Background: an optimization exercise with open tools, aiming at small area and a short achievable clock period. Do not read the settings as production practice. Function was checked by simulation only, so behaviour that the tests miss may differ from the original. Power figures rest on the tool's default switching activity, not on a simulated workload.

==> design.v <==
`timescale 1ns / 1ps
`default_nettype none
module ArithmaticUnit(
		input wire clock_i, isWb_i, enable_i,
		input wire [4:0] wbAddress_i,
		input wire [6:0] opCode_i,
		input wire [15:0] pOperand_i, sOperand_i,
		output reg wbEnable_o,
		output reg [4:0] wbAddress_o,
		output reg [15:0] wbData_o,
		output reg [1:0] statusWriteback_o  
    );
	wire [15:0] P = pOperand_i;
	wire [15:0] S = sOperand_i;
	wire mul = opCode_i[1] & opCode_i[0];
	wire sub = opCode_i[1] & ~opCode_i[0];
	wire as  = opCode_i[1] ^ opCode_i[0];
	wire [7:0] one, two, neg;
	assign one[0] = opCode_i[0] ? (~opCode_i[1] | P[0]) : opCode_i[1];
	assign two[0] = opCode_i[1] & opCode_i[0] & P[1] & ~P[0];
	assign neg[0] = opCode_i[1] & (~opCode_i[0] | P[1]);
	genvar k;
	generate for (k = 1; k < 8; k = k + 1) begin : enc
		assign one[k] = mul & (P[2*k] ^ P[2*k-1]);
		assign two[k] = mul & ((P[2*k+1] & ~P[2*k] & ~P[2*k-1]) | (~P[2*k+1] & P[2*k] & P[2*k-1]));
		assign neg[k] = mul & P[2*k+1];
	end endgenerate
	wire pp0_0_n; pa_nand2 u_pp0_0_n (.a(one[0]), .b(S[0]), .y(pp0_0_n));
	wire pp0_0; pa_xnor2 u_pp0_0 (.a(pp0_0_n), .b(neg[0]), .y(pp0_0));
	wire pp0_1_n; pa_aoi22 u_pp0_1_n (.a(one[0]), .b(S[1]), .c(two[0]), .d(S[0]), .y(pp0_1_n));
	wire pp0_1; pa_xnor2 u_pp0_1 (.a(pp0_1_n), .b(neg[0]), .y(pp0_1));
	wire pp0_2_n; pa_aoi22 u_pp0_2_n (.a(one[0]), .b(S[2]), .c(two[0]), .d(S[1]), .y(pp0_2_n));
	wire pp0_2; pa_xnor2 u_pp0_2 (.a(pp0_2_n), .b(neg[0]), .y(pp0_2));
	wire pp0_3_n; pa_aoi22 u_pp0_3_n (.a(one[0]), .b(S[3]), .c(two[0]), .d(S[2]), .y(pp0_3_n));
	wire pp0_3; pa_xnor2 u_pp0_3 (.a(pp0_3_n), .b(neg[0]), .y(pp0_3));
	wire pp0_4_n; pa_aoi22 u_pp0_4_n (.a(one[0]), .b(S[4]), .c(two[0]), .d(S[3]), .y(pp0_4_n));
	wire pp0_4; pa_xnor2 u_pp0_4 (.a(pp0_4_n), .b(neg[0]), .y(pp0_4));
	wire pp0_5_n; pa_aoi22 u_pp0_5_n (.a(one[0]), .b(S[5]), .c(two[0]), .d(S[4]), .y(pp0_5_n));
	wire pp0_5; pa_xnor2 u_pp0_5 (.a(pp0_5_n), .b(neg[0]), .y(pp0_5));
	wire pp0_6_n; pa_aoi22 u_pp0_6_n (.a(one[0]), .b(S[6]), .c(two[0]), .d(S[5]), .y(pp0_6_n));
	wire pp0_6; pa_xnor2 u_pp0_6 (.a(pp0_6_n), .b(neg[0]), .y(pp0_6));
	wire pp0_7_n; pa_aoi22 u_pp0_7_n (.a(one[0]), .b(S[7]), .c(two[0]), .d(S[6]), .y(pp0_7_n));
	wire pp0_7; pa_xnor2 u_pp0_7 (.a(pp0_7_n), .b(neg[0]), .y(pp0_7));
	wire pp0_8_n; pa_aoi22 u_pp0_8_n (.a(one[0]), .b(S[8]), .c(two[0]), .d(S[7]), .y(pp0_8_n));
	wire pp0_8; pa_xnor2 u_pp0_8 (.a(pp0_8_n), .b(neg[0]), .y(pp0_8));
	wire pp0_9_n; pa_aoi22 u_pp0_9_n (.a(one[0]), .b(S[9]), .c(two[0]), .d(S[8]), .y(pp0_9_n));
	wire pp0_9; pa_xnor2 u_pp0_9 (.a(pp0_9_n), .b(neg[0]), .y(pp0_9));
	wire pp0_10_n; pa_aoi22 u_pp0_10_n (.a(one[0]), .b(S[10]), .c(two[0]), .d(S[9]), .y(pp0_10_n));
	wire pp0_10; pa_xnor2 u_pp0_10 (.a(pp0_10_n), .b(neg[0]), .y(pp0_10));
	wire pp0_11_n; pa_aoi22 u_pp0_11_n (.a(one[0]), .b(S[11]), .c(two[0]), .d(S[10]), .y(pp0_11_n));
	wire pp0_11; pa_xnor2 u_pp0_11 (.a(pp0_11_n), .b(neg[0]), .y(pp0_11));
	wire pp0_12_n; pa_aoi22 u_pp0_12_n (.a(one[0]), .b(S[12]), .c(two[0]), .d(S[11]), .y(pp0_12_n));
	wire pp0_12; pa_xnor2 u_pp0_12 (.a(pp0_12_n), .b(neg[0]), .y(pp0_12));
	wire pp0_13_n; pa_aoi22 u_pp0_13_n (.a(one[0]), .b(S[13]), .c(two[0]), .d(S[12]), .y(pp0_13_n));
	wire pp0_13; pa_xnor2 u_pp0_13 (.a(pp0_13_n), .b(neg[0]), .y(pp0_13));
	wire pp0_14_n; pa_aoi22 u_pp0_14_n (.a(one[0]), .b(S[14]), .c(two[0]), .d(S[13]), .y(pp0_14_n));
	wire pp0_14; pa_xnor2 u_pp0_14 (.a(pp0_14_n), .b(neg[0]), .y(pp0_14));
	wire pp0_15_n; pa_aoi22 u_pp0_15_n (.a(one[0]), .b(S[15]), .c(two[0]), .d(S[14]), .y(pp0_15_n));
	wire pp0_15; pa_xnor2 u_pp0_15 (.a(pp0_15_n), .b(neg[0]), .y(pp0_15));
	wire ng0 = neg[0];
	wire pp1_2_n; pa_aoi22 u_pp1_2_n (.a(one[1]), .b(S[0]), .c(as), .d(P[2]), .y(pp1_2_n));
	wire pp1_2; pa_xnor2 u_pp1_2 (.a(pp1_2_n), .b(neg[1]), .y(pp1_2));
	wire pp1_3_n; pa_aoi222 u_pp1_3_n (.a(one[1]), .b(S[1]), .c(two[1]), .d(S[0]), .e(as), .f(P[3]), .y(pp1_3_n));
	wire pp1_3; pa_xnor2 u_pp1_3 (.a(pp1_3_n), .b(neg[1]), .y(pp1_3));
	wire pp1_4_n; pa_aoi222 u_pp1_4_n (.a(one[1]), .b(S[2]), .c(two[1]), .d(S[1]), .e(as), .f(P[4]), .y(pp1_4_n));
	wire pp1_4; pa_xnor2 u_pp1_4 (.a(pp1_4_n), .b(neg[1]), .y(pp1_4));
	wire pp1_5_n; pa_aoi222 u_pp1_5_n (.a(one[1]), .b(S[3]), .c(two[1]), .d(S[2]), .e(as), .f(P[5]), .y(pp1_5_n));
	wire pp1_5; pa_xnor2 u_pp1_5 (.a(pp1_5_n), .b(neg[1]), .y(pp1_5));
	wire pp1_6_n; pa_aoi222 u_pp1_6_n (.a(one[1]), .b(S[4]), .c(two[1]), .d(S[3]), .e(as), .f(P[6]), .y(pp1_6_n));
	wire pp1_6; pa_xnor2 u_pp1_6 (.a(pp1_6_n), .b(neg[1]), .y(pp1_6));
	wire pp1_7_n; pa_aoi222 u_pp1_7_n (.a(one[1]), .b(S[5]), .c(two[1]), .d(S[4]), .e(as), .f(P[7]), .y(pp1_7_n));
	wire pp1_7; pa_xnor2 u_pp1_7 (.a(pp1_7_n), .b(neg[1]), .y(pp1_7));
	wire pp1_8_n; pa_aoi222 u_pp1_8_n (.a(one[1]), .b(S[6]), .c(two[1]), .d(S[5]), .e(as), .f(P[8]), .y(pp1_8_n));
	wire pp1_8; pa_xnor2 u_pp1_8 (.a(pp1_8_n), .b(neg[1]), .y(pp1_8));
	wire pp1_9_n; pa_aoi222 u_pp1_9_n (.a(one[1]), .b(S[7]), .c(two[1]), .d(S[6]), .e(as), .f(P[9]), .y(pp1_9_n));
	wire pp1_9; pa_xnor2 u_pp1_9 (.a(pp1_9_n), .b(neg[1]), .y(pp1_9));
	wire pp1_10_n; pa_aoi222 u_pp1_10_n (.a(one[1]), .b(S[8]), .c(two[1]), .d(S[7]), .e(as), .f(P[10]), .y(pp1_10_n));
	wire pp1_10; pa_xnor2 u_pp1_10 (.a(pp1_10_n), .b(neg[1]), .y(pp1_10));
	wire pp1_11_n; pa_aoi222 u_pp1_11_n (.a(one[1]), .b(S[9]), .c(two[1]), .d(S[8]), .e(as), .f(P[11]), .y(pp1_11_n));
	wire pp1_11; pa_xnor2 u_pp1_11 (.a(pp1_11_n), .b(neg[1]), .y(pp1_11));
	wire pp1_12_n; pa_aoi222 u_pp1_12_n (.a(one[1]), .b(S[10]), .c(two[1]), .d(S[9]), .e(as), .f(P[12]), .y(pp1_12_n));
	wire pp1_12; pa_xnor2 u_pp1_12 (.a(pp1_12_n), .b(neg[1]), .y(pp1_12));
	wire pp1_13_n; pa_aoi222 u_pp1_13_n (.a(one[1]), .b(S[11]), .c(two[1]), .d(S[10]), .e(as), .f(P[13]), .y(pp1_13_n));
	wire pp1_13; pa_xnor2 u_pp1_13 (.a(pp1_13_n), .b(neg[1]), .y(pp1_13));
	wire pp1_14_n; pa_aoi222 u_pp1_14_n (.a(one[1]), .b(S[12]), .c(two[1]), .d(S[11]), .e(as), .f(P[14]), .y(pp1_14_n));
	wire pp1_14; pa_xnor2 u_pp1_14 (.a(pp1_14_n), .b(neg[1]), .y(pp1_14));
	wire pp1_15_n; pa_aoi222 u_pp1_15_n (.a(one[1]), .b(S[13]), .c(two[1]), .d(S[12]), .e(as), .f(P[15]), .y(pp1_15_n));
	wire pp1_15; pa_xnor2 u_pp1_15 (.a(pp1_15_n), .b(neg[1]), .y(pp1_15));
	wire ng1 = neg[1];
	wire pp2_4_n; pa_nand2 u_pp2_4_n (.a(one[2]), .b(S[0]), .y(pp2_4_n));
	wire pp2_4; pa_xnor2 u_pp2_4 (.a(pp2_4_n), .b(neg[2]), .y(pp2_4));
	wire pp2_5_n; pa_aoi22 u_pp2_5_n (.a(one[2]), .b(S[1]), .c(two[2]), .d(S[0]), .y(pp2_5_n));
	wire pp2_5; pa_xnor2 u_pp2_5 (.a(pp2_5_n), .b(neg[2]), .y(pp2_5));
	wire pp2_6_n; pa_aoi22 u_pp2_6_n (.a(one[2]), .b(S[2]), .c(two[2]), .d(S[1]), .y(pp2_6_n));
	wire pp2_6; pa_xnor2 u_pp2_6 (.a(pp2_6_n), .b(neg[2]), .y(pp2_6));
	wire pp2_7_n; pa_aoi22 u_pp2_7_n (.a(one[2]), .b(S[3]), .c(two[2]), .d(S[2]), .y(pp2_7_n));
	wire pp2_7; pa_xnor2 u_pp2_7 (.a(pp2_7_n), .b(neg[2]), .y(pp2_7));
	wire pp2_8_n; pa_aoi22 u_pp2_8_n (.a(one[2]), .b(S[4]), .c(two[2]), .d(S[3]), .y(pp2_8_n));
	wire pp2_8; pa_xnor2 u_pp2_8 (.a(pp2_8_n), .b(neg[2]), .y(pp2_8));
	wire pp2_9_n; pa_aoi22 u_pp2_9_n (.a(one[2]), .b(S[5]), .c(two[2]), .d(S[4]), .y(pp2_9_n));
	wire pp2_9; pa_xnor2 u_pp2_9 (.a(pp2_9_n), .b(neg[2]), .y(pp2_9));
	wire pp2_10_n; pa_aoi22 u_pp2_10_n (.a(one[2]), .b(S[6]), .c(two[2]), .d(S[5]), .y(pp2_10_n));
	wire pp2_10; pa_xnor2 u_pp2_10 (.a(pp2_10_n), .b(neg[2]), .y(pp2_10));
	wire pp2_11_n; pa_aoi22 u_pp2_11_n (.a(one[2]), .b(S[7]), .c(two[2]), .d(S[6]), .y(pp2_11_n));
	wire pp2_11; pa_xnor2 u_pp2_11 (.a(pp2_11_n), .b(neg[2]), .y(pp2_11));
	wire pp2_12_n; pa_aoi22 u_pp2_12_n (.a(one[2]), .b(S[8]), .c(two[2]), .d(S[7]), .y(pp2_12_n));
	wire pp2_12; pa_xnor2 u_pp2_12 (.a(pp2_12_n), .b(neg[2]), .y(pp2_12));
	wire pp2_13_n; pa_aoi22 u_pp2_13_n (.a(one[2]), .b(S[9]), .c(two[2]), .d(S[8]), .y(pp2_13_n));
	wire pp2_13; pa_xnor2 u_pp2_13 (.a(pp2_13_n), .b(neg[2]), .y(pp2_13));
	wire pp2_14_n; pa_aoi22 u_pp2_14_n (.a(one[2]), .b(S[10]), .c(two[2]), .d(S[9]), .y(pp2_14_n));
	wire pp2_14; pa_xnor2 u_pp2_14 (.a(pp2_14_n), .b(neg[2]), .y(pp2_14));
	wire pp2_15_n; pa_aoi22 u_pp2_15_n (.a(one[2]), .b(S[11]), .c(two[2]), .d(S[10]), .y(pp2_15_n));
	wire pp2_15; pa_xnor2 u_pp2_15 (.a(pp2_15_n), .b(neg[2]), .y(pp2_15));
	wire ng2 = neg[2];
	wire pp3_6_n; pa_nand2 u_pp3_6_n (.a(one[3]), .b(S[0]), .y(pp3_6_n));
	wire pp3_6; pa_xnor2 u_pp3_6 (.a(pp3_6_n), .b(neg[3]), .y(pp3_6));
	wire pp3_7_n; pa_aoi22 u_pp3_7_n (.a(one[3]), .b(S[1]), .c(two[3]), .d(S[0]), .y(pp3_7_n));
	wire pp3_7; pa_xnor2 u_pp3_7 (.a(pp3_7_n), .b(neg[3]), .y(pp3_7));
	wire pp3_8_n; pa_aoi22 u_pp3_8_n (.a(one[3]), .b(S[2]), .c(two[3]), .d(S[1]), .y(pp3_8_n));
	wire pp3_8; pa_xnor2 u_pp3_8 (.a(pp3_8_n), .b(neg[3]), .y(pp3_8));
	wire pp3_9_n; pa_aoi22 u_pp3_9_n (.a(one[3]), .b(S[3]), .c(two[3]), .d(S[2]), .y(pp3_9_n));
	wire pp3_9; pa_xnor2 u_pp3_9 (.a(pp3_9_n), .b(neg[3]), .y(pp3_9));
	wire pp3_10_n; pa_aoi22 u_pp3_10_n (.a(one[3]), .b(S[4]), .c(two[3]), .d(S[3]), .y(pp3_10_n));
	wire pp3_10; pa_xnor2 u_pp3_10 (.a(pp3_10_n), .b(neg[3]), .y(pp3_10));
	wire pp3_11_n; pa_aoi22 u_pp3_11_n (.a(one[3]), .b(S[5]), .c(two[3]), .d(S[4]), .y(pp3_11_n));
	wire pp3_11; pa_xnor2 u_pp3_11 (.a(pp3_11_n), .b(neg[3]), .y(pp3_11));
	wire pp3_12_n; pa_aoi22 u_pp3_12_n (.a(one[3]), .b(S[6]), .c(two[3]), .d(S[5]), .y(pp3_12_n));
	wire pp3_12; pa_xnor2 u_pp3_12 (.a(pp3_12_n), .b(neg[3]), .y(pp3_12));
	wire pp3_13_n; pa_aoi22 u_pp3_13_n (.a(one[3]), .b(S[7]), .c(two[3]), .d(S[6]), .y(pp3_13_n));
	wire pp3_13; pa_xnor2 u_pp3_13 (.a(pp3_13_n), .b(neg[3]), .y(pp3_13));
	wire pp3_14_n; pa_aoi22 u_pp3_14_n (.a(one[3]), .b(S[8]), .c(two[3]), .d(S[7]), .y(pp3_14_n));
	wire pp3_14; pa_xnor2 u_pp3_14 (.a(pp3_14_n), .b(neg[3]), .y(pp3_14));
	wire pp3_15_n; pa_aoi22 u_pp3_15_n (.a(one[3]), .b(S[9]), .c(two[3]), .d(S[8]), .y(pp3_15_n));
	wire pp3_15; pa_xnor2 u_pp3_15 (.a(pp3_15_n), .b(neg[3]), .y(pp3_15));
	wire ng3 = neg[3];
	wire pp4_8_n; pa_nand2 u_pp4_8_n (.a(one[4]), .b(S[0]), .y(pp4_8_n));
	wire pp4_8; pa_xnor2 u_pp4_8 (.a(pp4_8_n), .b(neg[4]), .y(pp4_8));
	wire pp4_9_n; pa_aoi22 u_pp4_9_n (.a(one[4]), .b(S[1]), .c(two[4]), .d(S[0]), .y(pp4_9_n));
	wire pp4_9; pa_xnor2 u_pp4_9 (.a(pp4_9_n), .b(neg[4]), .y(pp4_9));
	wire pp4_10_n; pa_aoi22 u_pp4_10_n (.a(one[4]), .b(S[2]), .c(two[4]), .d(S[1]), .y(pp4_10_n));
	wire pp4_10; pa_xnor2 u_pp4_10 (.a(pp4_10_n), .b(neg[4]), .y(pp4_10));
	wire pp4_11_n; pa_aoi22 u_pp4_11_n (.a(one[4]), .b(S[3]), .c(two[4]), .d(S[2]), .y(pp4_11_n));
	wire pp4_11; pa_xnor2 u_pp4_11 (.a(pp4_11_n), .b(neg[4]), .y(pp4_11));
	wire pp4_12_n; pa_aoi22 u_pp4_12_n (.a(one[4]), .b(S[4]), .c(two[4]), .d(S[3]), .y(pp4_12_n));
	wire pp4_12; pa_xnor2 u_pp4_12 (.a(pp4_12_n), .b(neg[4]), .y(pp4_12));
	wire pp4_13_n; pa_aoi22 u_pp4_13_n (.a(one[4]), .b(S[5]), .c(two[4]), .d(S[4]), .y(pp4_13_n));
	wire pp4_13; pa_xnor2 u_pp4_13 (.a(pp4_13_n), .b(neg[4]), .y(pp4_13));
	wire pp4_14_n; pa_aoi22 u_pp4_14_n (.a(one[4]), .b(S[6]), .c(two[4]), .d(S[5]), .y(pp4_14_n));
	wire pp4_14; pa_xnor2 u_pp4_14 (.a(pp4_14_n), .b(neg[4]), .y(pp4_14));
	wire pp4_15_n; pa_aoi22 u_pp4_15_n (.a(one[4]), .b(S[7]), .c(two[4]), .d(S[6]), .y(pp4_15_n));
	wire pp4_15; pa_xnor2 u_pp4_15 (.a(pp4_15_n), .b(neg[4]), .y(pp4_15));
	wire ng4 = neg[4];
	wire pp5_10_n; pa_nand2 u_pp5_10_n (.a(one[5]), .b(S[0]), .y(pp5_10_n));
	wire pp5_10; pa_xnor2 u_pp5_10 (.a(pp5_10_n), .b(neg[5]), .y(pp5_10));
	wire pp5_11_n; pa_aoi22 u_pp5_11_n (.a(one[5]), .b(S[1]), .c(two[5]), .d(S[0]), .y(pp5_11_n));
	wire pp5_11; pa_xnor2 u_pp5_11 (.a(pp5_11_n), .b(neg[5]), .y(pp5_11));
	wire pp5_12_n; pa_aoi22 u_pp5_12_n (.a(one[5]), .b(S[2]), .c(two[5]), .d(S[1]), .y(pp5_12_n));
	wire pp5_12; pa_xnor2 u_pp5_12 (.a(pp5_12_n), .b(neg[5]), .y(pp5_12));
	wire pp5_13_n; pa_aoi22 u_pp5_13_n (.a(one[5]), .b(S[3]), .c(two[5]), .d(S[2]), .y(pp5_13_n));
	wire pp5_13; pa_xnor2 u_pp5_13 (.a(pp5_13_n), .b(neg[5]), .y(pp5_13));
	wire pp5_14_n; pa_aoi22 u_pp5_14_n (.a(one[5]), .b(S[4]), .c(two[5]), .d(S[3]), .y(pp5_14_n));
	wire pp5_14; pa_xnor2 u_pp5_14 (.a(pp5_14_n), .b(neg[5]), .y(pp5_14));
	wire pp5_15_n; pa_aoi22 u_pp5_15_n (.a(one[5]), .b(S[5]), .c(two[5]), .d(S[4]), .y(pp5_15_n));
	wire pp5_15; pa_xnor2 u_pp5_15 (.a(pp5_15_n), .b(neg[5]), .y(pp5_15));
	wire ng5 = neg[5];
	wire pp6_12_n; pa_nand2 u_pp6_12_n (.a(one[6]), .b(S[0]), .y(pp6_12_n));
	wire pp6_12; pa_xnor2 u_pp6_12 (.a(pp6_12_n), .b(neg[6]), .y(pp6_12));
	wire pp6_13_n; pa_aoi22 u_pp6_13_n (.a(one[6]), .b(S[1]), .c(two[6]), .d(S[0]), .y(pp6_13_n));
	wire pp6_13; pa_xnor2 u_pp6_13 (.a(pp6_13_n), .b(neg[6]), .y(pp6_13));
	wire pp6_14_n; pa_aoi22 u_pp6_14_n (.a(one[6]), .b(S[2]), .c(two[6]), .d(S[1]), .y(pp6_14_n));
	wire pp6_14; pa_xnor2 u_pp6_14 (.a(pp6_14_n), .b(neg[6]), .y(pp6_14));
	wire pp6_15_n; pa_aoi22 u_pp6_15_n (.a(one[6]), .b(S[3]), .c(two[6]), .d(S[2]), .y(pp6_15_n));
	wire pp6_15; pa_xnor2 u_pp6_15 (.a(pp6_15_n), .b(neg[6]), .y(pp6_15));
	wire ng6 = neg[6];
	wire pp7_14_n; pa_nand2 u_pp7_14_n (.a(one[7]), .b(S[0]), .y(pp7_14_n));
	wire pp7_14; pa_xnor2 u_pp7_14 (.a(pp7_14_n), .b(neg[7]), .y(pp7_14));
	wire pp7_15_n; pa_aoi22 u_pp7_15_n (.a(one[7]), .b(S[1]), .c(two[7]), .d(S[0]), .y(pp7_15_n));
	wire pp7_15; pa_xnor2 u_pp7_15 (.a(pp7_15_n), .b(neg[7]), .y(pp7_15));
	wire ng7 = neg[7];
	wire xp0 = as & P[0];
	wire xp1 = as & P[1];
	wire hs0, hc0; pa_ha u_hs0 (.a(ng5), .b(pp2_10), .s(hs0), .co(hc0));
	wire hs1, hc1; pa_ha u_hs1 (.a(pp2_11), .b(pp3_11), .s(hs1), .co(hc1));
	wire hs2, hc2; pa_ha u_hs2 (.a(ng6), .b(pp2_12), .s(hs2), .co(hc2));
	wire fs0_x, fs0, fc0; pa_xor2 u_fs0_x (.a(pp3_12), .b(pp4_12), .y(fs0_x)); pa_xor2 u_fs0 (.a(fs0_x), .b(pp5_12), .y(fs0)); pa_maj3 u_fc0 (.a(pp3_12), .b(pp4_12), .c(pp5_12), .y(fc0));
	wire hs3, hc3; pa_ha u_hs3 (.a(pp2_13), .b(pp3_13), .s(hs3), .co(hc3));
	wire fs1_x, fs1, fc1; pa_xor2 u_fs1_x (.a(pp4_13), .b(pp5_13), .y(fs1_x)); pa_xor2 u_fs1 (.a(fs1_x), .b(pp6_13), .y(fs1)); pa_maj3 u_fc1 (.a(pp4_13), .b(pp5_13), .c(pp6_13), .y(fc1));
	wire hs4, hc4; pa_ha u_hs4 (.a(ng7), .b(pp2_14), .s(hs4), .co(hc4));
	wire fs2, fc2; pa_fa u_fs2 (.a(pp3_14), .b(pp4_14), .c(pp0_14), .s(fs2), .co(fc2));
	wire fs3_x, fs3, fc3; pa_xor2 u_fs3_x (.a(pp5_14), .b(pp6_14), .y(fs3_x)); pa_xor2 u_fs3 (.a(fs3_x), .b(pp7_14), .y(fs3)); pa_maj3 u_fc3 (.a(pp5_14), .b(pp6_14), .c(pp7_14), .y(fc3));
	wire hs5, hc5; pa_ha u_hs5 (.a(pp2_15), .b(pp3_15), .s(hs5), .co(hc5));
	wire fs4, fc4; pa_fa u_fs4 (.a(pp4_15), .b(pp5_15), .c(pp1_15), .s(fs4), .co(fc4));
	wire fs5, fc5; pa_fa u_fs5 (.a(pp6_15), .b(pp7_15), .c(pp0_15), .s(fs5), .co(fc5));
	wire hs6, hc6; pa_ha u_hs6 (.a(ng3), .b(pp2_6), .s(hs6), .co(hc6));
	wire hs7, hc7; pa_ha u_hs7 (.a(pp2_7), .b(pp3_7), .s(hs7), .co(hc7));
	wire hs8, hc8; pa_ha u_hs8 (.a(ng4), .b(pp2_8), .s(hs8), .co(hc8));
	wire fs6_x, fs6, fc6; pa_xor2 u_fs6_x (.a(pp3_8), .b(pp4_8), .y(fs6_x)); pa_xor2 u_fs6 (.a(fs6_x), .b(pp0_8), .y(fs6)); pa_maj3 u_fc6 (.a(pp3_8), .b(pp4_8), .c(pp0_8), .y(fc6));
	wire hs9, hc9; pa_ha u_hs9 (.a(pp2_9), .b(pp3_9), .s(hs9), .co(hc9));
	wire fs7_x, fs7, fc7; pa_xor2 u_fs7_x (.a(pp4_9), .b(pp0_9), .y(fs7_x)); pa_xor2 u_fs7 (.a(fs7_x), .b(pp1_9), .y(fs7)); pa_maj3 u_fc7 (.a(pp4_9), .b(pp0_9), .c(pp1_9), .y(fc7));
	wire fs8_x, fs8, fc8; pa_xor2 u_fs8_x (.a(pp3_10), .b(pp4_10), .y(fs8_x)); pa_xor2 u_fs8 (.a(fs8_x), .b(hs0), .y(fs8)); pa_maj3 u_fc8 (.a(pp3_10), .b(pp4_10), .c(hs0), .y(fc8));
	wire fs9_x, fs9, fc9; pa_xor2 u_fs9_x (.a(pp5_10), .b(pp0_10), .y(fs9_x)); pa_xor2 u_fs9 (.a(fs9_x), .b(pp1_10), .y(fs9)); pa_maj3 u_fc9 (.a(pp5_10), .b(pp0_10), .c(pp1_10), .y(fc9));
	wire fs10_x, fs10, fc10; pa_xor2 u_fs10_x (.a(pp4_11), .b(pp5_11), .y(fs10_x)); pa_xor2 u_fs10 (.a(fs10_x), .b(hs1), .y(fs10)); pa_maj3 u_fc10 (.a(pp4_11), .b(pp5_11), .c(hs1), .y(fc10));
	wire fs11_x, fs11, fc11; pa_xor2 u_fs11_x (.a(pp0_11), .b(pp1_11), .y(fs11_x)); pa_xor2 u_fs11 (.a(fs11_x), .b(hc0), .y(fs11)); pa_maj3 u_fc11 (.a(pp0_11), .b(pp1_11), .c(hc0), .y(fc11));
	wire fs12_x, fs12, fc12; pa_xor2 u_fs12_x (.a(pp6_12), .b(pp0_12), .y(fs12_x)); pa_xor2 u_fs12 (.a(fs12_x), .b(fs0), .y(fs12)); pa_maj3 u_fc12 (.a(pp6_12), .b(pp0_12), .c(fs0), .y(fc12));
	wire fs13_x, fs13, fc13; pa_xor2 u_fs13_x (.a(pp1_12), .b(hc1), .y(fs13_x)); pa_xor2 u_fs13 (.a(fs13_x), .b(hs2), .y(fs13)); pa_maj3 u_fc13 (.a(pp1_12), .b(hc1), .c(hs2), .y(fc13));
	wire fs14_x, fs14, fc14; pa_xor2 u_fs14_x (.a(pp0_13), .b(pp1_13), .y(fs14_x)); pa_xor2 u_fs14 (.a(fs14_x), .b(fs1), .y(fs14)); pa_maj3 u_fc14 (.a(pp0_13), .b(pp1_13), .c(fs1), .y(fc14));
	wire fs15_x, fs15, fc15; pa_xor2 u_fs15_x (.a(hc2), .b(hs3), .y(fs15_x)); pa_xor2 u_fs15 (.a(fs15_x), .b(fc0), .y(fs15)); pa_maj3 u_fc15 (.a(hc2), .b(hs3), .c(fc0), .y(fc15));
	wire fs16_x, fs16, fc16; pa_xor2 u_fs16_x (.a(pp1_14), .b(hc3), .y(fs16_x)); pa_xor2 u_fs16 (.a(fs16_x), .b(fs3), .y(fs16)); pa_maj3 u_fc16 (.a(pp1_14), .b(hc3), .c(fs3), .y(fc16));
	wire fs17_x, fs17, fc17; pa_xor2 u_fs17_x (.a(hs4), .b(fc1), .y(fs17_x)); pa_xor2 u_fs17 (.a(fs17_x), .b(fs2), .y(fs17)); pa_maj3 u_fc17 (.a(hs4), .b(fc1), .c(fs2), .y(fc17));
	wire fs18_x, fs18, fc18; pa_xor2 u_fs18_x (.a(hc4), .b(hs5), .y(fs18_x)); pa_xor2 u_fs18 (.a(fs18_x), .b(fc2), .y(fs18)); pa_maj3 u_fc18 (.a(hc4), .b(hs5), .c(fc2), .y(fc18));
	wire fs19_x, fs19, fc19; pa_xor2 u_fs19_x (.a(fc3), .b(fs4), .y(fs19_x)); pa_xor2 u_fs19 (.a(fs19_x), .b(fs5), .y(fs19)); pa_maj3 u_fc19 (.a(fc3), .b(fs4), .c(fs5), .y(fc19));
	wire hs10, hc10; pa_ha u_hs10 (.a(ng2), .b(pp2_4), .s(hs10), .co(hc10));
	wire hs11, hc11; pa_ha u_hs11 (.a(pp2_5), .b(pp0_5), .s(hs11), .co(hc11));
	wire fs20, fc20; pa_fa u_fs20 (.a(pp3_6), .b(pp0_6), .c(pp1_6), .s(fs20), .co(fc20));
	wire fs21, fc21; pa_fa u_fs21 (.a(pp0_7), .b(pp1_7), .c(hc6), .s(fs21), .co(fc21));
	wire fs22, fc22; pa_fa u_fs22 (.a(pp1_8), .b(hc7), .c(hs8), .s(fs22), .co(fc22));
	wire fs23_x, fs23, fc23; pa_xor2 u_fs23_x (.a(hc8), .b(hs9), .y(fs23_x)); pa_xor2 u_fs23 (.a(fs23_x), .b(fc6), .y(fs23)); pa_maj3 u_fc23 (.a(hc8), .b(hs9), .c(fc6), .y(fc23));
	wire fs24_x, fs24, fc24; pa_xor2 u_fs24_x (.a(hc9), .b(fc7), .y(fs24_x)); pa_xor2 u_fs24 (.a(fs24_x), .b(fs9), .y(fs24)); pa_maj3 u_fc24 (.a(hc9), .b(fc7), .c(fs9), .y(fc24));
	wire fs25_x, fs25, fc25; pa_xor2 u_fs25_x (.a(fc9), .b(fs11), .y(fs25_x)); pa_xor2 u_fs25 (.a(fs25_x), .b(fs10), .y(fs25)); pa_maj3 u_fc25 (.a(fc9), .b(fs11), .c(fs10), .y(fc25));
	wire fs26_x, fs26, fc26; pa_xor2 u_fs26_x (.a(fc11), .b(fs12), .y(fs26_x)); pa_xor2 u_fs26 (.a(fs26_x), .b(fc10), .y(fs26)); pa_maj3 u_fc26 (.a(fc11), .b(fs12), .c(fc10), .y(fc26));
	wire fs27_x, fs27, fc27; pa_xor2 u_fs27_x (.a(fs14), .b(fc13), .y(fs27_x)); pa_xor2 u_fs27 (.a(fs27_x), .b(fs15), .y(fs27)); pa_maj3 u_fc27 (.a(fs14), .b(fc13), .c(fs15), .y(fc27));
	wire fs28_x, fs28, fc28; pa_xor2 u_fs28_x (.a(fc15), .b(fs16), .y(fs28_x)); pa_xor2 u_fs28 (.a(fs28_x), .b(fc14), .y(fs28)); pa_maj3 u_fc28 (.a(fc15), .b(fs16), .c(fc14), .y(fc28));
	wire fs29_x, fs29, fc29; pa_xor2 u_fs29_x (.a(fs18), .b(fc16), .y(fs29_x)); pa_xor2 u_fs29 (.a(fs29_x), .b(fc17), .y(fs29)); pa_maj3 u_fc29 (.a(fs18), .b(fc16), .c(fc17), .y(fc29));
	wire hs12, hc12; pa_ha u_hs12 (.a(xp0), .b(ng0), .s(hs12), .co(hc12));
	wire hs13, hc13; pa_ha u_hs13 (.a(xp1), .b(pp0_1), .s(hs13), .co(hc13));
	wire fs30, fc30; pa_fa u_fs30 (.a(ng1), .b(pp0_2), .c(pp1_2), .s(fs30), .co(fc30));
	wire hs14, hc14; pa_ha u_hs14 (.a(pp0_3), .b(pp1_3), .s(hs14), .co(hc14));
	wire fs31, fc31; pa_fa u_fs31 (.a(pp0_4), .b(pp1_4), .c(hs10), .s(fs31), .co(fc31));
	wire fs32, fc32; pa_fa u_fs32 (.a(pp1_5), .b(hc10), .c(hs11), .s(fs32), .co(fc32));
	wire fs33, fc33; pa_fa u_fs33 (.a(hs6), .b(hc11), .c(fs20), .s(fs33), .co(fc33));
	wire fs34_x, fs34, fc34; pa_xor2 u_fs34_x (.a(hs7), .b(fc20), .y(fs34_x)); pa_xor2 u_fs34 (.a(fs34_x), .b(fs21), .y(fs34)); pa_maj3 u_fc34 (.a(hs7), .b(fc20), .c(fs21), .y(fc34));
	wire fs35_x, fs35, fc35; pa_xor2 u_fs35_x (.a(fs6), .b(fc21), .y(fs35_x)); pa_xor2 u_fs35 (.a(fs35_x), .b(fs22), .y(fs35)); pa_maj3 u_fc35 (.a(fs6), .b(fc21), .c(fs22), .y(fc35));
	wire fs36_x, fs36, fc36; pa_xor2 u_fs36_x (.a(fs7), .b(fc22), .y(fs36_x)); pa_xor2 u_fs36 (.a(fs36_x), .b(fs23), .y(fs36)); pa_maj3 u_fc36 (.a(fs7), .b(fc22), .c(fs23), .y(fc36));
	wire fs37_x, fs37, fc37; pa_xor2 u_fs37_x (.a(fs8), .b(fc23), .y(fs37_x)); pa_xor2 u_fs37 (.a(fs37_x), .b(fs24), .y(fs37)); pa_maj3 u_fc37 (.a(fs8), .b(fc23), .c(fs24), .y(fc37));
	wire fs38_x, fs38, fc38; pa_xor2 u_fs38_x (.a(fc8), .b(fc24), .y(fs38_x)); pa_xor2 u_fs38 (.a(fs38_x), .b(fs25), .y(fs38)); pa_maj3 u_fc38 (.a(fc8), .b(fc24), .c(fs25), .y(fc38));
	wire fs39_x, fs39, fc39; pa_xor2 u_fs39_x (.a(fs13), .b(fc25), .y(fs39_x)); pa_xor2 u_fs39 (.a(fs39_x), .b(fs26), .y(fs39)); pa_maj3 u_fc39 (.a(fs13), .b(fc25), .c(fs26), .y(fc39));
	wire fs40_x, fs40, fc40; pa_xor2 u_fs40_x (.a(fc12), .b(fc26), .y(fs40_x)); pa_xor2 u_fs40 (.a(fs40_x), .b(fs27), .y(fs40)); pa_maj3 u_fc40 (.a(fc12), .b(fc26), .c(fs27), .y(fc40));
	wire fs41_x, fs41, fc41; pa_xor2 u_fs41_x (.a(fs17), .b(fc27), .y(fs41_x)); pa_xor2 u_fs41 (.a(fs41_x), .b(fs28), .y(fs41)); pa_maj3 u_fc41 (.a(fs17), .b(fc27), .c(fs28), .y(fc41));
	wire fs42_x, fs42, fc42; pa_xor2 u_fs42_x (.a(fs19), .b(fc28), .y(fs42_x)); pa_xor2 u_fs42 (.a(fs42_x), .b(fs29), .y(fs42)); pa_maj3 u_fc42 (.a(fs19), .b(fc28), .c(fs29), .y(fc42));
	wire [15:0] ra = {fc41, fc40, fc39, fc38, fc37, fc36, fc35, fc34, fc33, fc32, fc31, hc14, fc30, hc13, hc12, hs12};
	wire [15:0] rb = {fs42, fs41, fs40, fs39, fs38, fs37, fs36, fs35, fs34, fs33, fs32, fs31, hs14, fs30, hs13, pp0_0};
	wire [15:0] g0, p0;
	pa_xor2 u_p0_0 (.a(ra[0]), .b(rb[0]), .y(p0[0])); pa_and2 u_g0_0 (.a(ra[0]), .b(rb[0]), .y(g0[0]));
	pa_xor2 u_p0_1 (.a(ra[1]), .b(rb[1]), .y(p0[1])); pa_and2 u_g0_1 (.a(ra[1]), .b(rb[1]), .y(g0[1]));
	pa_xor2 u_p0_2 (.a(ra[2]), .b(rb[2]), .y(p0[2])); pa_and2 u_g0_2 (.a(ra[2]), .b(rb[2]), .y(g0[2]));
	pa_xor2 u_p0_3 (.a(ra[3]), .b(rb[3]), .y(p0[3])); pa_and2 u_g0_3 (.a(ra[3]), .b(rb[3]), .y(g0[3]));
	pa_xor2 u_p0_4 (.a(ra[4]), .b(rb[4]), .y(p0[4])); pa_and2 u_g0_4 (.a(ra[4]), .b(rb[4]), .y(g0[4]));
	pa_xor2 u_p0_5 (.a(ra[5]), .b(rb[5]), .y(p0[5])); pa_and2 u_g0_5 (.a(ra[5]), .b(rb[5]), .y(g0[5]));
	pa_xor2 u_p0_6 (.a(ra[6]), .b(rb[6]), .y(p0[6])); pa_and2 u_g0_6 (.a(ra[6]), .b(rb[6]), .y(g0[6]));
	pa_xor2 u_p0_7 (.a(ra[7]), .b(rb[7]), .y(p0[7])); pa_and2 u_g0_7 (.a(ra[7]), .b(rb[7]), .y(g0[7]));
	pa_xor2 u_p0_8 (.a(ra[8]), .b(rb[8]), .y(p0[8])); pa_and2 u_g0_8 (.a(ra[8]), .b(rb[8]), .y(g0[8]));
	pa_xor2 u_p0_9 (.a(ra[9]), .b(rb[9]), .y(p0[9])); pa_and2 u_g0_9 (.a(ra[9]), .b(rb[9]), .y(g0[9]));
	pa_xor2 u_p0_10 (.a(ra[10]), .b(rb[10]), .y(p0[10])); pa_and2 u_g0_10 (.a(ra[10]), .b(rb[10]), .y(g0[10]));
	pa_xor2 u_p0_11 (.a(ra[11]), .b(rb[11]), .y(p0[11])); pa_and2 u_g0_11 (.a(ra[11]), .b(rb[11]), .y(g0[11]));
	pa_xor2 u_p0_12 (.a(ra[12]), .b(rb[12]), .y(p0[12])); pa_and2 u_g0_12 (.a(ra[12]), .b(rb[12]), .y(g0[12]));
	pa_xor2 u_p0_13 (.a(ra[13]), .b(rb[13]), .y(p0[13])); pa_and2 u_g0_13 (.a(ra[13]), .b(rb[13]), .y(g0[13]));
	pa_xor2 u_p0_14 (.a(ra[14]), .b(rb[14]), .y(p0[14])); pa_and2 u_g0_14 (.a(ra[14]), .b(rb[14]), .y(g0[14]));
	pa_xor2 u_p0_15 (.a(ra[15]), .b(rb[15]), .y(p0[15])); pa_and2 u_g0_15 (.a(ra[15]), .b(rb[15]), .y(g0[15]));
	wire g1_1 = g0[1] | (p0[1] & g0[0]);
	wire g1_3 = g0[3] | (p0[3] & g0[2]);
	wire p1_3 = p0[3] & p0[2];
	wire g1_5 = g0[5] | (p0[5] & g0[4]);
	wire p1_5 = p0[5] & p0[4];
	wire g1_7 = g0[7] | (p0[7] & g0[6]);
	wire p1_7 = p0[7] & p0[6];
	wire g1_9 = g0[9] | (p0[9] & g0[8]);
	wire p1_9 = p0[9] & p0[8];
	wire g1_11 = g0[11] | (p0[11] & g0[10]);
	wire p1_11 = p0[11] & p0[10];
	wire g1_13 = g0[13] | (p0[13] & g0[12]);
	wire p1_13 = p0[13] & p0[12];
	wire g1_15 = g0[15] | (p0[15] & g0[14]);
	wire p1_15 = p0[15] & p0[14];
	wire g2_2 = g0[2] | (p0[2] & g1_1);
	wire g2_3 = g1_3 | (p1_3 & g1_1);
	wire g2_6 = g0[6] | (p0[6] & g1_5);
	wire p2_6 = p0[6] & p1_5;
	wire g2_7 = g1_7 | (p1_7 & g1_5);
	wire p2_7 = p1_7 & p1_5;
	wire g2_10 = g0[10] | (p0[10] & g1_9);
	wire p2_10 = p0[10] & p1_9;
	wire g2_11 = g1_11 | (p1_11 & g1_9);
	wire p2_11 = p1_11 & p1_9;
	wire g2_14 = g0[14] | (p0[14] & g1_13);
	wire p2_14 = p0[14] & p1_13;
	wire g2_15 = g1_15 | (p1_15 & g1_13);
	wire p2_15 = p1_15 & p1_13;
	wire g3_4 = g0[4] | (p0[4] & g2_3);
	wire g3_5 = g1_5 | (p1_5 & g2_3);
	wire g3_6 = g2_6 | (p2_6 & g2_3);
	wire g3_7 = g2_7 | (p2_7 & g2_3);
	wire g3_12 = g0[12] | (p0[12] & g2_11);
	wire p3_12 = p0[12] & p2_11;
	wire g3_13 = g1_13 | (p1_13 & g2_11);
	wire p3_13 = p1_13 & p2_11;
	wire g3_14 = g2_14 | (p2_14 & g2_11);
	wire p3_14 = p2_14 & p2_11;
	wire g3_15 = g2_15 | (p2_15 & g2_11);
	wire p3_15 = p2_15 & p2_11;
	wire g4_8 = g0[8] | (p0[8] & g3_7);
	wire g4_9 = g1_9 | (p1_9 & g3_7);
	wire g4_10 = g2_10 | (p2_10 & g3_7);
	wire g4_11 = g2_11 | (p2_11 & g3_7);
	wire g4_12 = g3_12 | (p3_12 & g3_7);
	wire g4_13 = g3_13 | (p3_13 & g3_7);
	wire g4_14 = g3_14 | (p3_14 & g3_7);
	wire g4_15 = g3_15 | (p3_15 & g3_7);
	wire [16:0] sum;
	assign sum[0] = p0[0];
	pa_xor2 u_sum_1 (.a(p0[1]), .b(g0[0]), .y(sum[1]));
	pa_xor2 u_sum_2 (.a(p0[2]), .b(g1_1), .y(sum[2]));
	pa_xor2 u_sum_3 (.a(p0[3]), .b(g2_2), .y(sum[3]));
	pa_xor2 u_sum_4 (.a(p0[4]), .b(g2_3), .y(sum[4]));
	pa_xor2 u_sum_5 (.a(p0[5]), .b(g3_4), .y(sum[5]));
	pa_xor2 u_sum_6 (.a(p0[6]), .b(g3_5), .y(sum[6]));
	pa_xor2 u_sum_7 (.a(p0[7]), .b(g3_6), .y(sum[7]));
	pa_xor2 u_sum_8 (.a(p0[8]), .b(g3_7), .y(sum[8]));
	pa_xor2 u_sum_9 (.a(p0[9]), .b(g4_8), .y(sum[9]));
	pa_xor2 u_sum_10 (.a(p0[10]), .b(g4_9), .y(sum[10]));
	pa_xor2 u_sum_11 (.a(p0[11]), .b(g4_10), .y(sum[11]));
	pa_xor2 u_sum_12 (.a(p0[12]), .b(g4_11), .y(sum[12]));
	pa_xor2 u_sum_13 (.a(p0[13]), .b(g4_12), .y(sum[13]));
	pa_xor2 u_sum_14 (.a(p0[14]), .b(g4_13), .y(sum[14]));
	pa_xor2 u_sum_15 (.a(p0[15]), .b(g4_14), .y(sum[15]));
	assign sum[16] = g4_15;
	wire cout = sum[16] | hc5 | fc4 | fc5 | fc18 | fc19 | fc29 | fc42;
	wire arith = ~|opCode_i[6:2];
	always @(posedge clock_i)
	begin
		if (enable_i)
		begin
			wbEnable_o <= isWb_i & |opCode_i;
			wbAddress_o <= wbAddress_i;
			if (arith) wbData_o <= sum[15:0];
			if (arith & as) statusWriteback_o <= {~opCode_i[1] & cout, opCode_i[1] & ~cout};
		end
	end
endmodule
module pa_aoi22(input wire a, b, c, d, output wire y);
	assign y = ~((a & b) | (c & d));
endmodule
module pa_aoi222(input wire a, b, c, d, e, f, output wire y);
	assign y = ~((a & b) | (c & d) | (e & f));
endmodule
module pa_nand2(input wire a, b, output wire y);
	assign y = ~(a & b);
endmodule
module pa_xnor2(input wire a, b, output wire y);
	assign y = ~(a ^ b);
endmodule
module pa_xor2(input wire a, b, output wire y);
	assign y = a ^ b;
endmodule
module pa_and2(input wire a, b, output wire y);
	assign y = a & b;
endmodule
module pa_maj3(input wire a, b, c, output wire y);
	assign y = (a & b) | (a & c) | (b & c);
endmodule
module pa_nor2(input wire a, b, output wire y);
	assign y = ~(a | b);
endmodule
module pa_inv(input wire a, output wire y);
	assign y = ~a;
endmodule
module pa_aoi21(input wire a1, a2, b1, output wire y);
	assign y = ~((a1 & a2) | b1);
endmodule
module pa_oai21(input wire a1, a2, b1, output wire y);
	assign y = ~((a1 | a2) & b1);
endmodule
module pa_fa(input wire a, b, c, output wire s, co);
	assign s = a ^ b ^ c;
	assign co = (a & b) | (a & c) | (b & c);
endmodule
module pa_ha(input wire a, b, output wire s, co);
	assign s = a ^ b;
	assign co = a & b;
endmodule
==> flow/run.sh <==
#!/bin/bash
# Standard ORFS layout, with smaller port buffers and free cell resizing.
set -euo pipefail
bash standard.sh MATCH_CELL_FOOTPRINT=0 ABC_LOAD_IN_FF=1 "BUFFER_PORTS_ARGS=-buffer_cell sky130_fd_sc_hd__buf_1" finish > make_finish.log 2>&1
==> standard.sh <==
#!/bin/bash
# synth_recipe.tcl (not shown) runs the flow's synth.tcl, then flattens the netlist and writes it again
# the make line also repeats each setting of config.mk as NAME=value (left out here)
make -C /OpenROAD-flow-scripts/flow DESIGN_CONFIG=/design/flow/config.mk WORK_HOME=/design/flow/orfs CLKGATE_MAP_FILE= SYNTH_SCRIPT=/design/flow/synth_recipe.tcl "${@:-finish}"
==> config.mk <==
export PLATFORM = sky130hd
export DESIGN_NAME = ArithmaticUnit
export DESIGN_NICKNAME = ArithmaticUnit
export VERILOG_FILES = /design/flow/design.v
export SDC_FILE = /design/flow/constraint.sdc
export NUM_CORES = 4
export LEC_CHECK = 0
export CAP_MARGIN = 20
export CORE_MARGIN = 2
export CORE_UTILIZATION = 45
export PLACE_DENSITY = 0.6
export SETUP_SLACK_MARGIN = 2.5
export SLEW_MARGIN = 20
export SYNTH_HIERARCHICAL = 1
export SYNTH_MINIMUM_KEEP_SIZE = 0
==> constraint.sdc <==
create_clock -name core_clock -period 8.0 [get_ports {clock_i}]
set_input_delay 1.6000 -clock core_clock [delete_from_list [all_inputs] [get_ports {clock_i}]]
set_output_delay 1.6000 -clock core_clock [all_outputs]
set_load 0.01 [all_outputs]
==> results list, run 1 <==
- The run finished with no timing, DRC or antenna violations.
- Die area: between 10,000 and 15,000 sq um
* Detailed-route DRC error count: 0
- Detailed placement finished with a half-perimeter wire length of 8.12 mm.
- VDD sags by at most slightly below 100 uV.
* Cell with the most instances after synthesis: sky130_fd_sc_hd__xor2_1
- For this run, the total global-route usage over all layers was measured as 19.7%.
- STA classifies the critical path endpoint as a flop.
- The number of antenna diodes in the final layout is 0.
- The synthesized design contains 24 register bits.
- Sorting the synthesized cells by area gives the leading types as sky130_fd_sc_hd__xor2_1 (21%), sky130_fd_sc_hd__edfxtp_1 (17%), sky130_fd_sc_hd__xnor2_1 (15%), sky130_fd_sc_hd__a22oi_1 (9.1%), sky130_fd_sc_hd__maj3_2 (8.7%).
* Initial antenna violation count: 0
- End-of-flow core utilization: a little over half
- The count of final max-slew check failures was 0.
- For this run, the slowest stage of the critical path takes roughly 480 ps.
- Cell type with the highest aggregate area in the netlist: sky130_fd_sc_hd__xor2_1
* Kind of path behind the tightest hold check: in -> reg
- Among all flip-flop cells after synthesis, the most frequent one is sky130_fd_sc_hd__edfxtp_1.
* Clock tree root buffer cell: sky130_fd_sc_hd__clkbuf_8
- Setup violations remaining at the end of the flow were counted as 0.
- Reg clk slew, reported paths: about 90 ps
* Ys async rst share: 0%
- In this run, the number of DRC markers left after iteration 0 of detailed routing was 222.
- For the finished layout, the period the worst path requires is between 5000 and 6000 ps.
* Wire length of the first global-routing pass: ~16 mm
* Reported max-cap violation count: 0
- Syn nets: ~530
- Proportion of layout cells with a drive suffix above 1: between 10% and 20%
- FP Rows: 35
- Counting the fill cells in the layout gives approximately 900.
- The number of endpoints with negative hold slack in the final report is 0.
- After global routing the overflow that remains totals 0.
- After floorplanning, the core was sized to cover between 9000 and 10,000 sq um.
* Data arrival time at the worst-slack endpoint: 5300 ps
* Starting density of the core: 46.4%
- The Yosys step of the flow raised 7 warnings.
* Final ANT Viol Nets: 0
* X dimension of the die: between 100 and 150 um
- From synthesis to final layout, the design area changed by 13.2%.
- Routed vias/inst: between 5 and 6
* Cts-stage hold buffer count: 0
- Upper clock frequency limit: roughly 190 MHz
- During I/O placement, the number of pins put on the boundary was 71.
- Vertical die dimension: a little over 100 um
- For the worst setup path, the data required time is roughly 8000 ps.
- Headroom to the max-slew limit came out at 30.6%.
* Area of the mapped netlist: approximately 4300 sq um
- The signal on the critical path passes through buf_1, inv_1, ha_4, a222oi_1, xnor2_1, fa_1, fa_1, xor2_1, and3_1, a31o_4, a21o_1, a21o_1, a21o_1, xor2_1.
* Largest net degree at the start of global routing: 23
- CTS tree: yes
- Summed over all layers, the routed wires come to roughly 10 mm.
* Number of global-route vias before repair: about 3,400
* Routed wire length per instance: approximately 15 um
- Synthesis produced a netlist whose cell count is 453.
- In this run the static leakage power is between 1.5 and 2 nW.
* Net count, final: approximately 600
- Startpoint-to-endpoint class of the critical path: in -> reg
- The commonest cells after synthesis are sky130_fd_sc_hd__xor2_1 (104), sky130_fd_sc_hd__xnor2_1 (72), sky130_fd_sc_hd__a22oi_1 (52).
- Of the available clock period, the critical path in the final layout requires 66.1%.
- For this design, the slowest cell found on the critical path is sky130_fd_sc_hd__fa_1.
* Clock sink total: 24
* Initial DRT Pass Iterations: 5
* PortBufs: 70
- Average cell area after synthesis: approximately 9.5 sq um
- Worst Setup Start Kind: input pin
* Max FO, Critical Path: 17
* Total clock buffers created by CTS: 3
- In this run the biggest area consumer among cell types represents about a fifth of the synthesized area.
* Number of synthesized flops with an enable pin: 24
- The clock passes through at most 2 buffers.
- At the pin with the least slew margin, the transition time is about 1000 ps.
- Power density normalized to cell area: roughly 230 nW/um^2
- H-tree lvl count: 1
- Sequential cell area fraction in the yosys report: roughly 17%
- Setup repair after global routing could not meet its margin everywhere.
- By instance count, the cell type seen most on the critical path is sky130_fd_sc_hd__a21o_1.
- Routability-driven placement finished with a final weighted congestion of ~0.90.
- The number of different library cells used by synthesis comes to 29.
* Total via count in the routed design: approximately 3,600
* Total Negative Setup Slacks: 0 ps
-- through the flow --
step                      hold slack (ps)  setup slack (ps)  total power, mW  cells  cell area, sq um
after detailed placement             1780              1720             1.02    651              4710
after global routing                 1490              2480             1.23    656              4860
after floorplan                      1700              2540            0.874    453              4290
after global placement               1780              1890             1.00    651              4710
final                                1490              2710             1.12    656              4860
after CTS                            1490              2580             1.13    655              4800
-- modules after synthesis, one instance, submodules excluded --
module / flops+latches / cells inside / times used / area (sq um)
ArithmaticUnit: 24 / 138 / 1 / 1400
pa_and2: 0 / 1 / 16 / 6.26
pa_aoi22: 0 / 1 / 52 / 7.51
pa_aoi222: 0 / 1 / 13 / 10.0
pa_fa: 0 / 1 / 10 / 20.0
pa_ha: 0 / 1 / 15 / 12.5
pa_maj3: 0 / 1 / 33 / 11.3
pa_nand2: 0 / 1 / 7 / 3.75
pa_xnor2: 0 / 1 / 72 / 8.76
pa_xor2: 0 / 1 / 97 / 8.76
-- kinds of logic after synthesis --
family          after synthesis  share of synthesized area (%)
simple gates                 87                           10.5
buf+inv                       6                          0.525
fa+ha+maj                    60                           18.3
compound gates              100                           18.0
xor+xnor                    176                           35.9
flops                        24                           16.8
-- state kept, by name, indices dropped and copies added (netlist names) --
signal and flops:
wbData_o 16, wbAddress_o 5, wbEnable_o 1, statusWriteback_o 2
-- worst max-delay path: cells and delay by family --
kind,cells,cell delay [ps]
and+or+nand+nor,1,200
AOI/OAI and AO/OA,5,1210
xor gates and xnor gates,3,600
buffers and inverters,2,400
adders and majority gates,3,1280
-- metal layers --
layer  part of all wire, %  up-vias  routed length [um]  global-route usage, %
met4                  0.94        0                  93                   6.13
li1                      -     1798                   -                      -
met5                     0        -                   0                      0
met1                    48     1651                4750                   29.0
met2                    46      119                4520                   30.9
met3                   5.1        6                 501                   1.04
-- path summary, 6_finish.rpt --
check  cells after the start            from  slack [ps]              to
min                        1  wbAddress_i[4]        1490  wbAddress_o[4]
max                       14     opCode_i[1]        2710    wbData_o[14]
-- repair_timing --
item,CTS,global route
pin swaps,0,2
hold endpoints to repair,0,0
setup buffers,0,1
gates resized for setup,15,23
setup endpoints to repair,9,6
-- where the power goes --
group          total [mW]  switching, mW  internal, mW  leakage, nW
Combinational       0.820          0.462         0.358         1.68
Sequential          0.193        0.00115         0.192        0.219
Clock               0.107         0.0400        0.0669       0.0357
Total                1.12          0.503         0.617         1.93
-- cell type report --
type | count | area (sq um) | area share [%]
multi-input cells | 423 | 3610 | 74.3
flip-flops and latches | 24 | 721 | 14.8
repair buffers | 72 | 280 | 5.77
well taps | 129 | 161 | 3.32
clock buffers | 3 | 41.3 | 0.850
clock inverters | 1 | 30.0 | 0.618
inverters | 4 | 15.0 | 0.309
-- cell usage in the layout (no fill, tap or decap), types with 7 or more instances in the layout --
master and instances:
sky130_fd_sc_hd__and2_2 9, sky130_fd_sc_hd__nor2_1 11, sky130_fd_sc_hd__fa_1 10, sky130_fd_sc_hd__o21ai_0 9, sky130_fd_sc_hd__a222oi_1 13, sky130_fd_sc_hd__xor2_1 104, sky130_fd_sc_hd__a21o_1 10, sky130_fd_sc_hd__maj3_2 33
sky130_fd_sc_hd__nand2_1 26, sky130_fd_sc_hd__ha_1 15, sky130_fd_sc_hd__xnor2_1 70, sky130_fd_sc_hd__a21oi_1 7, sky130_fd_sc_hd__a22oi_1 52, sky130_fd_sc_hd__buf_1 68, sky130_fd_sc_hd__and2_0 25, sky130_fd_sc_hd__edfxtp_1 24
==> run 2: changes to the inputs <==
--- a/config.mk
+++ b/config.mk
@@ -8,7 +8,7 @@
 export CAP_MARGIN = 20
 export CORE_MARGIN = 2
 export CORE_UTILIZATION = 45
-export PLACE_DENSITY = 0.6
+export GPL_ROUTABILITY_DRIVEN = 0
 export SETUP_SLACK_MARGIN = 2.5
 export SLEW_MARGIN = 20
 export SYNTH_HIERARCHICAL = 1
==> results list, run 2 <==
- The post-synthesis cell area came to 4290 sq um (unchanged).
- Number of flip-flops under the largest register name: 16 (unchanged)
* CTS tree: yes (unchanged)
- The number of vias in the routed layout came to 3,592 (was 3,574).
- The number of endpoints with negative hold slack in the final report came to 0 (unchanged).
* Reg clk slew, reported paths: 90 ps (about the same)
* Final ANT Viol Nets: 0 (unchanged)
- The share of the synthesized area in the top cell type came to 21.2% (unchanged).
* Number of global-route vias before repair: 3,385 (was 3,389)
* Ys async rst share: 0% (unchanged)
- Top Registers: wbData_o (16), wbAddress_o (5), statusWriteback_o (2) (unchanged)
- The full die area came to 10,300 sq um (unchanged).
- Post-Synthesis Cells: 453 (unchanged)
- The combined global-route utilization of all metal layers was 19.5% (was 19.7%).
- Wire length of the first global-routing pass: 16.2 mm (was 16.5 mm)
- Area post-placement: 4710 sq um (unchanged)
- The highest attainable clock frequency was 188 MHz (was 189 MHz).
* Endpoint required time on the critical path: 8020 ps (was 8010 ps)
- The most common cell in the synthesized netlist is sky130_fd_sc_hd__xor2_1 (unchanged).
- I/O pin count: 71 (unchanged)
- Largest net degree at the start of global routing: 23 (unchanged)
- The number of input and output port buffers inserted is 70 (unchanged).
* Initial antenna violation count: 0 (unchanged)
* Total clock buffers created by CTS: 3 (unchanged)
- The worst max-slew margin expressed relative to the limit is 48.9% (was 30.6%).
- The average via count per standard cell was 5.46 (was 5.45).
- Initial DRT Pass Iterations: 5 (unchanged)
- Syn nets: 527 (unchanged)
- Residual overflow from global routing: 0 (unchanged)
- The cell depth of the worst min-delay path came to 1 (unchanged).
- Commonest cells after routing, fill and taps aside: sky130_fd_sc_hd__xor2_1 (103), sky130_fd_sc_hd__xnor2_1 (70), sky130_fd_sc_hd__buf_1 (68) (was sky130_fd_sc_hd__xor2_1 (104), sky130_fd_sc_hd__xnor2_1 (70), sky130_fd_sc_hd__buf_1 (68))
- Post-synthesis cell type count: 29 (unchanged)
- Startpoint-to-endpoint class of the critical path: in -> reg (unchanged)
* Data arrival time at the worst-slack endpoint: 5350 ps (was 5300 ps)
* H-tree lvl count: 1 (unchanged)
- Clock tree root buffer cell: sky130_fd_sc_hd__clkbuf_8 (unchanged)
* Detailed Place HPWL: 8.20 mm (was 8.12 mm)
* Setup-failing EPs final: 0 (unchanged)
- Leakage power: 1.95 nW (was 1.93 nW)
* Max FO, Critical Path: 17 (unchanged)
- The post-route DRC violation count was 0 (unchanged).
* Min-delay src: wbAddress_i[2] (was wbAddress_i[4])
* Net count, final: 604 (was 602)
- Sequential cell area fraction in the yosys report: 16.8% (unchanged)
- The sort of element at the end of the critical path is a flop (unchanged).
- Outcome: timing/DRC/antenna clean (unchanged)
- The pin slew with the least headroom to its limit was 766 ps (was 1040 ps).
* Kind of path behind the tightest hold check: in -> reg (unchanged)
* Vertical die dimension: 102 um (unchanged)
- The die outline width came to 102 um (unchanged).
- The total number of yosys warnings came to 7 (unchanged).
- Worst Setup Start Kind: input pin (unchanged)
* Final period utilization: 66.6% (was 66.1%)
- Post-route design area: 4890 sq um (was 4860 sq um)
* Cell type with the highest aggregate area in the netlist: sky130_fd_sc_hd__xor2_1 (unchanged)
- Number of synthesized flops with an enable pin: 24 (unchanged)
- Routed wire length per instance: 15.2 um (was 15.0 um)
- Register with the highest flop count: wbData_o (unchanged)
* Power density normalized to cell area: 232 nW/um^2 (was 231 nW/um^2)
- The count of final max-slew check failures was 0 (unchanged).
- Top cells by instance count after synthesis: sky130_fd_sc_hd__xor2_1 (104), sky130_fd_sc_hd__xnor2_1 (72), sky130_fd_sc_hd__a22oi_1 (52) (unchanged)
- Clock Path Buffers: 2 (unchanged)
- Synthesis-to-layout area growth: 14.0% (was 13.2%)
- The destination of the worst hold path is wbAddress_o[2] (was wbAddress_o[4]).
* Worst-case vdd ir drop: 91.3 uV (was 98.7 uV)
- The share of cells above drive strength 1 was 11.9% (was 11.2%).
- Average cell area after synthesis: 9.47 sq um (unchanged)
* Clock sink total: 24 (unchanged)
- The routed wire length is 10.0 mm (was 9.87 mm).
- The standard-cell row count was 35 (unchanged).
* Post-layout minimum cycle time: 5330 ps (was 5290 ps)
- The most common cell after layout, fill and taps aside was sky130_fd_sc_hd__xor2_1 (unchanged).
* Biggest area contributors in the synthesized netlist: sky130_fd_sc_hd__xor2_1 (21%), sky130_fd_sc_hd__edfxtp_1 (17%), sky130_fd_sc_hd__xnor2_1 (15%), sky130_fd_sc_hd__a22oi_1 (9.1%), sky130_fd_sc_hd__maj3_2 (8.7%) (unchanged)
* Start point of the critical path: opCode_i[1] (unchanged)
- Setup repair after global routing missed its margin: yes (unchanged)
* ANT cells: 0 (unchanged)
- The initial detailed-routing violation count was 206 (was 222).
- Placeable core area: 9240 sq um (unchanged)
- The prevailing post-synth register cell is sky130_fd_sc_hd__edfxtp_1 (unchanged).
* Total Negative Setup Slacks: 0 ps (unchanged)
- The max-cap violation count was 0 (unchanged).
* Starting density of the core: 46.4% (unchanged)
- The flip-flop and latch count after synthesis was 24 (unchanged).
-- run 2: changes by cell type in the layout (fill, tap and decap cells not counted), sizes merged --
cell    delta
buf        +1
clkbuf     +1
-- run 2: per-layer routing --
metal | up-vias | routed length (um) | global-route usage, %
li1 | 1795 | - | -
met1 | 1695 | 4830 | 27.9
met2 | 94 | 4700 | 32.1
met3 | 8 | 393 | 1.17
met4 | 0 | 108 | 4.78
met5 | - | 0 | 0
-- run 2: cells by family after synthesis --
family | share of synthesized area (%)
xor+xnor | 35.9
compound gates | 18.0
simple gates | 10.5
fa+ha+maj | 18.3
flops | 16.8
buf+inv | 0.525
-- run 2: report_power, final --
part           internal [mW]  switching (mW)
combinational          0.362           0.474
clock                 0.0669          0.0393
sequential             0.192         0.00121
total                  0.621           0.515
-- run 2: worst max-delay path, cell delays in order --
cell                       delay [ps]
sky130_fd_sc_hd__buf_1            200
sky130_fd_sc_hd__inv_1            190
sky130_fd_sc_hd__ha_4             330
sky130_fd_sc_hd__a222oi_1         370
sky130_fd_sc_hd__xnor2_1          240
sky130_fd_sc_hd__fa_1             490
sky130_fd_sc_hd__fa_1             500
sky130_fd_sc_hd__and2_0           180
sky130_fd_sc_hd__a21oi_1          140
sky130_fd_sc_hd__o21ai_0          130
sky130_fd_sc_hd__a31o_4           260
sky130_fd_sc_hd__a21o_1           180
sky130_fd_sc_hd__a21o_1           200
sky130_fd_sc_hd__a21o_1           190
sky130_fd_sc_hd__xor2_1           150
-- run 2: modules after synthesis (local to each module, per instance) --
module	area, sq um	copies in the design	cells inside	flip-flops and latches
pa_ha	12.5	15	1	0
pa_aoi22	7.51	52	1	0
pa_fa	20.0	10	1	0
pa_and2	6.26	16	1	0
pa_xnor2	8.76	72	1	0
pa_maj3	11.3	33	1	0
ArithmaticUnit	1400	1	138	24
pa_aoi222	10.0	13	1	0
pa_nand2	3.75	7	1	0
pa_xor2	8.76	97	1	0
-- run 2: stage by stage --
step / util (%) / cells / setup WS, ps / total power, mW / hold slack, ps
after global routing: 52.9 / 658 / 2470 / 1.24 / 1490
after detailed placement: 51.0 / 651 / 1700 / 1.02 / 1780
after CTS: 52.0 / 655 / 2510 / 1.13 / 1490
after global placement: 51.0 / 651 / 1870 / 0.999 / 1780
after floorplan: - / 453 / 2540 / 0.874 / 1700
final: 52.9 / 658 / 2670 / 1.14 / 1500
-- run 2: timing repair --
action | in CTS | in global routing
buffers inserted | 0 | 2
pin swaps | 0 | 4
hold buffers | 0 | 0
setup endpoints to repair | 9 | 6
resized for setup | 13 | 31
-- run 2: cell type report --
class | count | area, sq um
clock buffers | 3 | 41.3
well taps | 129 | 161
inverters | 4 | 15.0
multi-input cells | 423 | 3620
repair buffers | 74 | 299
fillers | 894 | 4350
flip-flops and latches | 24 | 721
clock inverters | 1 | 30.0
-- run 2: worst max path at each step --
stage | to | slack, ps | cells past startpoint
2_1_floorplan | wbData_o[14] | 2540 | 15
3_3_place_gp | statusWriteback_o[0] | 1870 | 17
3_5_place_dp | statusWriteback_o[0] | 1700 | 17
4_1_cts | statusWriteback_o[1] | 2510 | 16
5_1_grt | statusWriteback_o[0] | 2470 | 17
6_report | wbData_o[14] | 2670 | 15

what the ideal ports hide:
No port has a modelled driver above. Below, the same layouts with a new extraction and two added sets of constraints. Step 1 sets driving cells, clkbuf_16 on the clock port and buf_2 on the other inputs (assumed; they add their load-dependent delay and slew). Step 2 moves the port delays by t, midway between the first and last clock arrival at a register: inputs arrive t later, outputs are due t later. That takes back most of the time a late clock gives input paths. a / b / c = no drivers / after step 1 / after step 2; a / b = the first two.
run | t, ns | slack for setup (ns) | hold WS [ns] | worst data-port slew with drivers (ns)
run 1 | 0.292 | 2.713 / 2.718 / 2.426 | 1.491 / 1.497 / 1.789 | 0.04
run 2 | 0.290 | 2.668 / 2.675 / 2.384 | 1.499 / 1.502 / 1.792 | 0.04
After both steps every run listed still meets setup and hold. For run 1, which loses most, drivers alone change the setup slack by +0.005 ns; drivers and shift together by -0.287 ns.
